From an optimization exercise on the open Yosys and OpenROAD flow, aimed at a short achievable clock period and few clock cycles; shortcuts taken in it are not production practice. The RTL of this run was laid out without a check of its function. Power and IR drop assume default switching activity.

**flow/design.v**
```verilog
`timescale 1ns / 1ps
module adder(
	a,b,
	o
	);
	input [31:0] a;
	input [31:0] b;
	output [31:0] o;
	assign o=a+b;
endmodule
`timescale 1ns / 1ps
module ALU(
	a,b,
	aluop,
	o,z);
	input [31:0] a,b;
	input [2:0]aluop;
	output [31:0] o;
	output z;
	reg [31:0] o;
	wire [31:0] diff;
	assign diff = a-b;
	assign z = ~|o;
	always@(*)begin
		case(aluop)
			3'd0:o<=a+b;
			3'd1:o<=a-b;
			3'd2:o<=a&b;
			3'd3:o<=a|b;
			3'd4:o<=a^b;
			3'd5:o<=~(a|b);
			3'd6:begin
				o<={31'd0,diff[31]};
			end
			3'd7:o<={b,16'h0};
			default:o<=0;
		endcase
	end
endmodule
`timescale 1ns / 1ps
module functoaluop(
	func,opcode,
	aluop
	);
	input [5:0] func;
	input [5:0] opcode;
	output [2:0] aluop;
	reg [2:0] aluop;
	always@(func or opcode)begin
		case (opcode)
			6'b000000:begin
				case(func)
					6'b100000:aluop<=3'd0;
					6'b100010:aluop<=3'd1;
					6'b100100:aluop<=3'd2;
					6'b100101:aluop<=3'd3;
					6'b100110:aluop<=3'd4;
					6'b100111:aluop<=3'd5;
					6'b101010:aluop<=3'd6;
					default:aluop<=3'd0;
				endcase
			end
			6'b001000:aluop<=3'd0;
			6'b001100:aluop<=3'd2;
			6'b001111:aluop<=3'd7;
			6'b001101:aluop<=3'd3;
			6'b001010:aluop<=3'd6;
			6'b000100:aluop<=3'd1;
			6'b010101:aluop<=3'd1;
			default:aluop<=3'd0;
		endcase
	end
endmodule
`timescale 1ns / 1ps
module InstDecode(
	inst,
	CommandString
	);
	input [31:0] inst;
	output [9:0]CommandString;
	reg[1:0] PCSource;
	reg WriteEnable;
	reg ALUSrcB;
	reg WriteAddr;
	reg MemWrite;
	reg WriteData;
	wire [2:0] ALUControl;
	assign CommandString={PCSource,WriteEnable,
		ALUSrcB,WriteAddr,
		MemWrite,WriteData,
		ALUControl};
	functoaluop falop(
		.func(inst[5:0]),
		.opcode(inst[31:26]),
		.aluop(ALUControl)
		);
	always@(*)begin
		case(inst[31:26])
			6'd0:begin 
				PCSource<=2'd0;
				WriteEnable<=1'b1;
				if(inst[5:0]==5'd0)WriteEnable<=1'b0;
				ALUSrcB<=1'b0;
				WriteAddr<=1'b1;
				MemWrite<=1'b0;
				WriteData<=1'b0;
			end
			6'b001000:begin 
				PCSource <=2'd0;
				WriteEnable<=1'b1;
				ALUSrcB<=1'b1;
				WriteAddr<=1'b0;
				MemWrite<=1'b0;
				WriteData<=1'b0;
			end
			6'b001100:begin 
				PCSource <=2'd0;
				WriteEnable<=1'b1;
				ALUSrcB<=1'b1;
				WriteAddr<=1'b0;
				MemWrite<=1'b0;
				WriteData<=1'b0;
			end
			6'b001111:begin 
				PCSource <=2'd0;
				WriteEnable<=1'b1;
				ALUSrcB<=1'b1;
				WriteAddr<=1'b0;
				MemWrite<=1'b0;
				WriteData<=1'b0;
			end
			6'b001101:begin 
				PCSource <=2'd0;
				WriteEnable<=1'b1;
				ALUSrcB<=1'b1;
				WriteAddr<=1'b0;
				MemWrite<=1'b0;
				WriteData<=1'b0;
			end
			6'b001010:begin 
				PCSource <=2'd0;
				WriteEnable<=1'b1;
				ALUSrcB<=1'b1;
				WriteAddr<=1'b0;
				MemWrite<=1'b0;
				WriteData<=1'b0;
			end
			6'b000100:begin 
				PCSource<=2'd1;
				WriteEnable<=1'b0;
				ALUSrcB<=1'b0;
				WriteAddr<=1'b0;
				MemWrite<=1'b0;
				WriteData<=1'b0;
			end
			6'b010101:begin 
				PCSource<=2'd3;
				WriteEnable<=1'b0;
				ALUSrcB<=1'b0;
				WriteAddr<=1'b0;
				MemWrite<=1'b0;
				WriteData<=1'b0;
			end
			6'b100011:begin 
				PCSource<=2'd0;
				WriteEnable<=1'b1;
				ALUSrcB<=1'b1;
				WriteAddr<=1'b0;
				MemWrite<=1'b0;
				WriteData<=1'b1;
			end
			6'b101011:begin 
				PCSource<=2'd0;
				WriteEnable<=1'b0;
				ALUSrcB<=1'b1;
				WriteAddr<=1'b0;
				MemWrite<=1'b1;
				WriteData<=1'b0;
			end
			6'b000010:begin 
				PCSource<=2'd2;
				WriteEnable<=1'b0;
				ALUSrcB<=1'b0;
				WriteAddr<=1'b0;
				MemWrite<=1'b0;
				WriteData<=1'b0;
			end
			default:begin
				PCSource<=2'd0;
				WriteEnable<=1'b0;
				ALUSrcB<=1'b0;
				WriteAddr<=1'b0;
				MemWrite<=1'b0;
				WriteData<=1'b0;
			end
		endcase
	end
endmodule
`timescale 1ns / 1ps
module mux(
	in0,in1,in2,in3,
	select,
	muxout
	);
	input [31:0] in1;
	input [31:0] in2;
	input [31:0] in3;
	input [31:0] in0;
	input [1:0] select;
	output [31:0] muxout;
	assign muxout = (select == 2'd0 )? in0 : (select == 2'd1)? in1 : (select == 2'd2)? in2 : in3;
endmodule
`timescale 1ns / 1ps
module register(
	clk,nrst,
	in,latch,
	out);
	input clk;
	input nrst;
	input [31:0] in;
	input latch;
	output [31:0] out;
	reg [31:0] out;
	always@(posedge clk or negedge nrst)begin
		if(!nrst)out<= 32'd0;
		else if (!latch)out<=out;
		else out<=in;
	end
endmodule
`timescale 1ns / 1ps
module regfile(
	clk,nrst,
	RegWrite,
	rreg1, rreg2,
	wra, wrd,
	rd1, rd2
	);
	input clk;
	input nrst;
	input RegWrite;
	input [4:0] rreg1;
	input [4:0] rreg2;
	input [4:0] wra;
	input [31:0] wrd;
	output [31:0] rd1;
	output [31:0] rd2;
	reg [31:0] rd1;
	reg [31:0] rd2;
	reg [31:0] r [31:0];
	integer i;
	always@(*)begin
		rd1<=r[rreg1];
		rd2<=r[rreg2];
	end
	always@(posedge clk or negedge nrst)begin
		if(!nrst)
			for (i=0;i<32;i=i+1)begin
				r[i] <=32'd0;			
			end
		else begin
			if(RegWrite&&(|wra))r[wra]<=wrd;
		end
	end
endmodule
`timescale 1ns / 1ps
module processor(
	CLK,NRST,INST,DATA_IN,
	INST_ADDR,DATA_ADDR,DATA_OUT,DATA_WRITE
	);
	input CLK;
	input NRST;
	input [31:0] INST;
	input [31:0] DATA_IN;
	output [31:0] INST_ADDR;
	output [31:0] DATA_ADDR;
	output [31:0] DATA_OUT;
	output DATA_WRITE;
	wire [31:0] BranchComputationResult;
	wire [31:0] PCIncrementResult;
	wire [31:0] CurrentPC;
	wire [31:0] PCMuxResult;
	wire [9:0] CommandString;
	wire [31:0] PCIncrementResult_FU;
	wire [31:0] INST_FU;
	wire [31:0] CommandString_FU;
	wire [31:0] ID_PCIncrementResult;
	wire [31:0] ID_INST;
	wire [31:0] ID_COMMAND;
	wire [4:0] ReadReg1;
	wire [4:0] ReadReg2;
	wire [31:0] ReadData1;
	wire [31:0] ReadData2;
	wire [4:0] ReadDest;
	wire [15:0] Immediate;
	wire [31:0] SEImmediate;
	wire [31:0] SLImmediate;
	wire [31:0] ALUBMuxOut;
	wire [31:0] DestinationMuxOut;
	wire [31:0] ReadData1_FU;
	wire [31:0] ReadData2_FU;
	wire IDEXE_1;
	wire [31:0] PCMUX3;
	wire [31:0] FU_IDEXE_COMMAND;
	wire [31:0] EXE_RS;
	wire [31:0] EXE_RT;
	wire [31:0] EXE_INST;
	wire [31:0]EXE_PCIncrementResult;
	wire [31:0]ALUSrcA;
	wire [31:0]ALUSrcB;
	wire [31:0]EXE_SLImmediate;
	wire [31:0] StoreOperand;
	wire [31:0]DestAddress;
	wire [31:0]ALUResult;
	wire ZERO;
	wire [31:0]EXE_COMMAND;
	wire [31:0] ALUSrcA_FU;
	wire [31:0] StoreOperand_FU;
	wire [31:0] ALUSrcB_FU;
	wire IDEXE_2;
	wire [31:0] MEM_INST;
	wire [31:0] AddressOrData;
	wire[31:0] MemWriteData;
	wire [31:0] MemReadData;
	wire [31:0] RFWriteData;
	wire [31:0] RFWriteAddress;
	wire [31:0]MEM_COMMAND;
	wire [31:0] StoreOperandInput_FU;
	wire [2:0] ALUControl;
	assign INST_ADDR = CurrentPC;
	assign DATA_ADDR = AddressOrData;
	assign DATA_OUT = MemWriteData;
	assign MemReadData = DATA_IN;
	wire [1:0] PCSource;
	assign ReadReg1 = ID_INST[25:21];
	assign ReadReg2 = ID_INST[20:16];
	assign ReadDest = ID_INST[15:11];
	assign Immediate = ID_INST[15:0];
	assign SEImmediate = {{16{Immediate[15]}},Immediate};
	assign SLImmediate = {SEImmediate[29:0],2'b0};
	assign WriteEnable= MEM_COMMAND[7];
	assign ALUSrcBControl = ID_COMMAND[6];
	assign WriteAddr = ID_COMMAND[5];
	assign ALUControl = EXE_COMMAND[2:0];
	assign DATA_WRITE = MEM_COMMAND[4];
	assign WriteData = MEM_COMMAND[3];
	assign WriteCommit = MEM_COMMAND[7];
	assign PCSource = (EXE_COMMAND[9:8]==2'd1&&ZERO)? {2'b01}: (EXE_COMMAND[9:8]==2'd3&&(~ZERO))? {2'b01}: (ID_COMMAND[9:8]==2'd2)? 2'd2:2'd0;
	assign ALUSrcA_FU = (|EXE_RS)? (RFWriteAddress==EXE_RS&&WriteCommit)? RFWriteData: ALUSrcA : 32'b0;
	assign ALUSrcB_FU = ((RFWriteAddress==EXE_RT)&&(~EXE_COMMAND[6])&&(|EXE_RT)&&WriteCommit)? RFWriteData : ALUSrcB;
	assign ReadData1_FU = (|ReadReg1)? (RFWriteAddress=={27'b0,ReadReg1}&&WriteCommit)? RFWriteData: ReadData1 :32'b0;
	assign ReadData2_FU = (RFWriteAddress=={27'b0,ReadReg2}&&(~ID_COMMAND[6])&&(|ReadReg2)&&WriteCommit)? RFWriteData : ReadData2;
	assign StoreOperandInput_FU = (RFWriteAddress=={27'b0,ReadReg2}&&(|ReadReg2)&&WriteCommit)? RFWriteData : ReadData2_FU;
	assign StoreOperand_FU = (RFWriteAddress==EXE_RT&&(|EXE_RT)&&WriteCommit) ? RFWriteData : StoreOperand;
	assign IFID_INST_LATCH = ID_COMMAND[9:8]!=2'd2;
	assign StallForB = (PCSource==2'd1);
	assign FU_WriteEnable_IFID = (StallForB)? CommandString : 0;
	assign FU_WriteEnable_IDEXE = (StallForB)? ID_COMMAND : 0;
	assign PCMUX3 = {ID_PCIncrementResult[31:28],ID_INST[25:0],2'b0};
	assign PCIncrementResult_FU = (IFID_INST_LATCH)? PCIncrementResult:0;
	assign INST_FU = (IFID_INST_LATCH)? INST:0;
	assign CommandString_FU = (IFID_INST_LATCH&&(PCSource!=2'd1))? {21'b0,CommandString}:0;
	assign FU_IDEXE_COMMAND = (PCSource==2'd1)? 0:ID_COMMAND;
	mux PCSourceMux(
		.in0(PCIncrementResult),
		.in1(BranchComputationResult),
		.in2(PCMUX3),
		.in3(32'b0),
		.select(PCSource),
		.muxout(PCMuxResult)
		);
	register PCREG(
		.clk(CLK),
		.nrst(NRST),
		.in(PCMuxResult),
		.latch(1'b1),
		.out(CurrentPC)
		);
	adder PCIncrementAdder(
		.a(32'd4),
		.b(CurrentPC),
		.o(PCIncrementResult)
		);
	InstDecode IDEC(
		.inst(INST),
		.CommandString(CommandString)
		);
	register IFID_PC(
		.clk(CLK),
		.nrst(NRST),
		.in(PCIncrementResult_FU),
		.latch(1'b1),
		.out(ID_PCIncrementResult)
		);
	register IFID_INST(
		.clk(CLK),
		.nrst(NRST),
		.in(INST_FU),
		.latch(1'b1),
		.out(ID_INST)
		);
	register IFID_COMMAND(
		.clk(CLK),
		.nrst(NRST),
		.in(CommandString_FU),
		.latch(1'b1),
		.out(ID_COMMAND)
		);
	regfile rfile(
		.clk(CLK),
		.nrst(NRST),
		.RegWrite(WriteEnable),
		.rreg1(ReadReg1),
		.rreg2(ReadReg2),
		.wra(RFWriteAddress[4:0]),
		.wrd(RFWriteData),
		.rd1(ReadData1),
		.rd2(ReadData2)
		);
	mux ALUSRCBMUX(
		.in0(ReadData2_FU),
		.in1(SEImmediate),
		.in2(32'd0),
		.in3(32'd0),
		.select({1'b0,ALUSrcBControl}),
		.muxout(ALUBMuxOut)
		);
	mux DestAddrMux(
		.in0({27'b0,ReadReg2}),
		.in1({27'b0,ReadDest}),
		.in2(32'b0),
		.in3(32'b0),
		.select({1'b0,WriteAddr}),
		.muxout(DestinationMuxOut)
		);
	register IDEXE_INST(
		.clk(CLK),
		.nrst(NRST),
		.in(ID_INST),
		.latch(1'b1),
		.out(EXE_INST)
		);
	register IFID_RSP(
		.clk(CLK),
		.nrst(NRST),
		.in({27'b0,ReadReg1}),
		.latch(1'b1),
		.out(EXE_RS)
		);
	register IFID_RTP(
		.clk(CLK),
		.nrst(NRST),
		.in({27'b0,ReadReg2}),
		.latch(1'b1),
		.out(EXE_RT)
		);
	register IDEXE_PC(
		.clk(CLK),
		.nrst(NRST),
		.in(ID_PCIncrementResult),
		.latch(1'b1),
		.out(EXE_PCIncrementResult)
		);
	register SLIMreg(
		.clk(CLK),
		.nrst(NRST),
		.in(SLImmediate),
		.latch(1'b1),
		.out(EXE_SLImmediate)
		);
	register RD1(
		.clk(CLK),
		.nrst(NRST),
		.in(ReadData1_FU),
		.latch(1'b1),
		.out(ALUSrcA)
		);
	register RD2(
		.clk(CLK),
		.nrst(NRST),
		.in(ALUBMuxOut),
		.latch(1'b1),
		.out(ALUSrcB)
		);
	register DEST(
		.clk(CLK),
		.nrst(NRST),
		.in(DestinationMuxOut),
		.latch(1'b1),
		.out(DestAddress)
		);
	register EXE_COMMAND_REG(
		.clk(CLK),
		.nrst(NRST),
		.in(FU_IDEXE_COMMAND),
		.latch(1'b1),
		.out(EXE_COMMAND)
		);
	register SOR(
		.clk(CLK),
		.nrst(NRST),
		.in(StoreOperandInput_FU),
		.latch(1'b1),
		.out(StoreOperand)
		);
	adder bca(
		.a(EXE_PCIncrementResult),
		.b(EXE_SLImmediate),
		.o(BranchComputationResult)
		);
	ALU ULA(
		.a(ALUSrcA_FU),
		.b(ALUSrcB_FU),
		.aluop(ALUControl),
		.o(ALUResult),
		.z(ZERO)
		);
	register ALUOUTMEM(
		.clk(CLK),
		.nrst(NRST),
		.in(ALUResult),
		.latch(1'b1),
		.out(AddressOrData)
		);
	register EXEMEM_INST(
		.clk(CLK),
		.nrst(NRST),
		.in(EXE_INST),
		.latch(1'b1),
		.out(MEM_INST)
		);
	register WDR(
		.clk(CLK),
		.nrst(NRST),
		.in(StoreOperand_FU),
		.latch(1'b1),
		.out(MemWriteData)
		);
	register MCP(
		.clk(CLK),
		.nrst(NRST),
		.in(EXE_COMMAND),
		.latch(1'b1),
		.out(MEM_COMMAND)
		);
	register DR(
		.clk(CLK),
		.nrst(NRST),
		.in(DestAddress),
		.latch(1'b1),
		.out(RFWriteAddress)
		);
	mux wbmux(
		.in0(AddressOrData),
		.in1(MemReadData),
		.in2(32'b0),
		.in3(32'b0),
		.select({1'b0,WriteData}),
		.muxout(RFWriteData)
		);		
endmodule
```
**flow/run.sh**
```bash
#!/bin/bash
# synth_recipe.tcl (not shown) runs the flow's synth.tcl, then flattens the netlist and writes it again
# the make line also repeats each setting of config.mk as NAME=value (left out here)
make -C /OpenROAD-flow-scripts/flow DESIGN_CONFIG=/design/flow/config.mk WORK_HOME=/design/flow/orfs CLKGATE_MAP_FILE= SYNTH_SCRIPT=/design/flow/synth_recipe.tcl finish
```
**flow/config.mk**
```make
export PLATFORM = sky130hd
export DESIGN_NAME = processor
export DESIGN_NICKNAME = processor
export VERILOG_FILES = /design/flow/design.v
export SDC_FILE = /design/flow/constraint.sdc
export NUM_CORES = 4
export LEC_CHECK = 0
export CAP_MARGIN = 20
export CORE_MARGIN = 2
export CORE_UTILIZATION = 40
export SLEW_MARGIN = 20
```
**flow/constraint.sdc**
```tcl
create_clock -name core_clock -period 8.0 [get_ports {CLK}]
set_input_delay 1.6000 -clock core_clock [delete_from_list [all_inputs] [get_ports {CLK}]]
set_output_delay 1.6000 -clock core_clock [all_outputs]
set_load 0.01 [all_outputs]
```
==> notes.md <==
-- worst max path at each step --
| stage | end | from | cells after the start | slack, ns |
|---|---|---|---|---|
| 2_1_floorplan | PCREG.out[0]$_DFFE_PN0N_ | MCP.out[3]$_DFF_PN0_ | 26 | 1.42 |
| 3_3_place_gp | PCREG.out[23]$_DFF_PN0_ | DATA_IN[0] | 26 | -0.24 |
| 3_5_place_dp | PCREG.out[13]$_DFF_PN0_ | DATA_IN[0] | 26 | -0.17 |
| 4_1_cts | PCREG.out[13]$_DFF_PN0_ | DATA_IN[0] | 26 | 0.67 |
| 5_1_grt | PCREG.out[13]$_DFF_PN0_ | DR.out[2]$_DFF_PN0_ | 23 | 0.23 |
| 6_report | PCREG.out[13]$_DFF_PN0_ | DATA_IN[0] | 26 | 0.61 |
-- registers in the layout, indices dropped and copies added, names as in the netlist --
register / cells
MCP.out: 3
ALUOUTMEM.out: 32
SLIMreg.out: 16
IFID_RTP.out: 5
IFID_RSP.out: 5
IDEXE_PC.out: 32
IFID_INST.out: 26
DEST.out: 5
EXE_COMMAND_REG.out: 9
DR.out: 5
IFID_PC.out: 32
PCREG.out: 32
RD1.out: 32
rfile.r: 1024
WDR.out: 32
SOR.out: 32
RD2.out: 32
IFID_COMMAND.out: 10
-- Yosys cell counts (all sizes together) (52+ instances only) --
cell type and instances:
mux2i 72, nand2 679, o21ai 652, a21oi 693
nor3 64, a221oi 373, a22o 330, inv 111
xor2 52, nand4 109, ha 119, clkbuf 602
nand3 151, dfrtp 1364, nor2 828, a22oi 274
-- cell families (layout without fill, tap and decap cells) --
kind of cell	Yosys count	count (layout)
DFF	1364	1364
buffers and inverters	760	814
AOI/OAI and AO/OA	2591	2591
muxes	103	103
and+or+nand+nor	2056	2056
adders and majority gates	122	122
xor gates and xnor gates	98	98
other	0	24
-- per-stage QoR --
stage	util (%)	cell area, um2	setup slack, ns	power (uW)
final	46.6	77100	0.612	22800
after global routing	46.6	77100	0.233	23700
after CTS	46.5	76900	0.667	22500
after detailed placement	43.4	71800	-0.166	15300
after global placement	43.4	71700	-0.239	15200
after floorplan	-	66700	1.42	12500
-- where the power goes --
part	internal (uW)	switching, uW	total [uW]	leakage [uW]
clock	4240	3090	7330	0.00252
combinational	2280	4100	6380	0.0154
sequential	8050	1060	9110	0.0136
-- layout make-up --
type                       count  area [um2]
fill                       15400       88200
sequential                  1364       34100
multi-input combinational   4970       30800
clock buffer                 219        4460
timing repair buffer         429        3850
tap                         2189        2740
clock inverter                55         652
inverter                     111         417
antenna                       24        60.1
-- worst register-to-register path: cells and delay by family (launching register included) --
kind | cells | cell delay [ns]
flops | 1 | 0.65
fa+ha+maj | 1 | 0.35
simple gates | 7 | 1.55
compound gates | 8 | 2.76
buf+inv | 4 | 1.10
xor+xnor | 1 | 0.20
mux | 2 | 0.69
-- layer usage --
metal	vias up	share of wire (%)
met1	31100	36
li1	25800	-
met4	33	8.3
met5	-	0.19
met3	1808	15
met2	5721	40
==> metrics.md <==
| Metric | Value |
|---|---|
| Status | no timing/DRC/antenna violations |
| Die Wd | 412 um |
| Clk Latency, worst-skew pair | 0.84 ns |
| Pwr Density | 296 mW/mm2 |
| Clk slew on worst S/H paths | 0.06 ns |
| Hold buffer count at CTS | 0 |
| Postcts setup bufs | 0 |
| Final ANT Viol Nets | 0 |
| Die area | 0.170 mm2 |
| Hold path start | IFID_PC.out[27]$_DFF_PN0_ |
| Ratio of cells with drive above 1 in the final layout | 10.0% |
| Final count of negative-setup-slack endpoints | 0 |
| Gpl congestion | 0.978 |
| Synth Area in Simple Gates | 13.4% |
| Async SR Flop Fraction | 100% |
| Relative slew slack | 9.33% |
| GRT Total Usage | 38.0% |
| DRC | 0 |
| Die Y-Extent | 412 um |
| Drt wl/cell | 35.2 um |
| R2r endpoint | PCREG.out[13]$_DFF_PN0_ |
| Iter 0 DRT Violations | 12900 |
| Worst EP arrival | 8.10 ns |
| Largest family of logic cells by synthesized area | compound AO/OA/AOI/OAI gates |
| Detail Placement HPWL | 192 mm |
| Lkg Pwr | 0.0316 uW |
| Area Growth Syn to Fin | 15.6% |
| RSZ-0062 raised after global routing | no |
| Via density per instance | 6.89 |
| CP Max Fanout | 21 |
| Met1 Track Usage GR | 47.9% |
| Buf+Inv Stages, Crit Path | 6 |
| Clock root cell | clkbuf_16 |
| Routed vias | 64500 |
| Area of the core | 0.165 mm2 |
| CTS tree | built |
| Placed Cells | 9055 |
| Post-synthesis sequential area ratio | 51.2% |
| I/O Buffers | 162 |
| Clock skew | 0.0519 ns |
| Clk buf depth | 3 |
| Fin crit share | 92.4% |
| Number of max-cap violations | 0 |
| Crit path largest cell delay | 0.55 ns |
| Initial core utilization | 40.3% |
| Element type at the critical path start | primary input |
| CP max-delay cell | or4_1 |
| CP endpoint kind | flop |
| Fin. Hold Viols | 0 |
| Syn_nets | 7282 |
| Post-Synth XOR/XNOR Area | 1.29% |
| Antenna violations before repair | 18 |
| R2r setup slk | 0.63 ns |
| Setup_tns | 0 ns |
| Area share of the largest cell type after synthesis | 51.2% |
| Clock buffer count from CTS | 153 |
| Most common cell after layout, fill and taps aside | dfrtp_1 |
| Yosys Warn Count | 15 |
| FF-to-FF Start | DR.out[2]$_DFF_PN0_ |
| Hold depth | 0 |
| Gr ovfl total | 0 |
| Slew Viols, Final | 0 |
| Gate count of the mapped netlist | 7094 |
| Largest net degree at the start of global routing | 172 |
| Crit Path Category | in2reg |
| Post-synth top flop | dfrtp_1 |
| Met2 Usage GRT | 52.8% |
| Post-Synth Adder-Cell Area | 2.32% |
| H-Tree Depth | 4 |
| Post-synth EDFFs | 0 |
| I/O pin count | 163 |
| Post-synthesis compound-gate area fraction | 25.8% |
| Synth area leader | dfrtp_1 |
| Syn Area/Cell | 9.40 um2 |
| Clk sinks | 1364 |
| Peak supply drop | 0.191 mV |
| Ranking of synthesized cells by area | dfrtp_1 51%, a21oi_1 5.2%, a221oi_1 4.9% |
| Initial DRT Pass Iterations | 11 |
| HP Class | reg2reg |
| Met3 Use GR | 16.1% |
| Layout net count | 7217 |
| # rows | 149 |
| Hold_ws | 0.345 ns |
| Worst slew pin tran | 1.35 ns |
| Number of global-route vias before repair | 59400 |
| Fin crit period | 7.39 ns |
| Post-CTS resize count | 0 |
| Yosys reg bits | 1364 |
| Final WL | 330 mm |
| Count of cell types in the netlist | 92 |
| Mapped Area | 0.0667 mm2 |
| WP data required | 8.72 ns |
| Top delay family on crit path | simple AND/OR/NAND/NOR gates |
| Number of standard cells in the final layout excluding fillers | 9361 |
| FF-to-FF path depth | 23 |
| First-pass GRT wire length | 458 mm |
| Fraction of synthesized area in multiplexers | 1.61% |
| Global route hottest layer | met2 |
| Most frequent cells in the layout | 1361 x dfrtp_1, 754 x nor2_1, 693 x a21oi_1 |
| Max frequency | 135 MHz |
| Worst hold path endpoint | IDEXE_PC.out[27]$_DFF_PN0_ |

==> separate check: timing with driven ports <==
No port has a modelled driver above. Below, the same layout with a new extraction and two added sets of constraints. Step 1 sets driving cells, clkbuf_16 on the clock port and buf_2 on the other inputs (assumed; they add their load-dependent delay and slew). Step 2, shift: input delay + t, output delay - t, t = (earliest + latest rising clock arrival at the registers) / 2. This alone moves slack from input paths to output paths. a / b / c = ideal / step 1 / step 2; a / b = the first two.
t, ns: 0.899
setup WS [ns]: 0.612 / 0.633 / -0.225
worst register clock-pin slew, ns: 0.07 / 0.07
With both steps, setup timing fails in this run, where it was met with ideal ports. For this run, drivers alone change the setup slack by +0.021 ns; drivers and shift together by -0.837 ns.
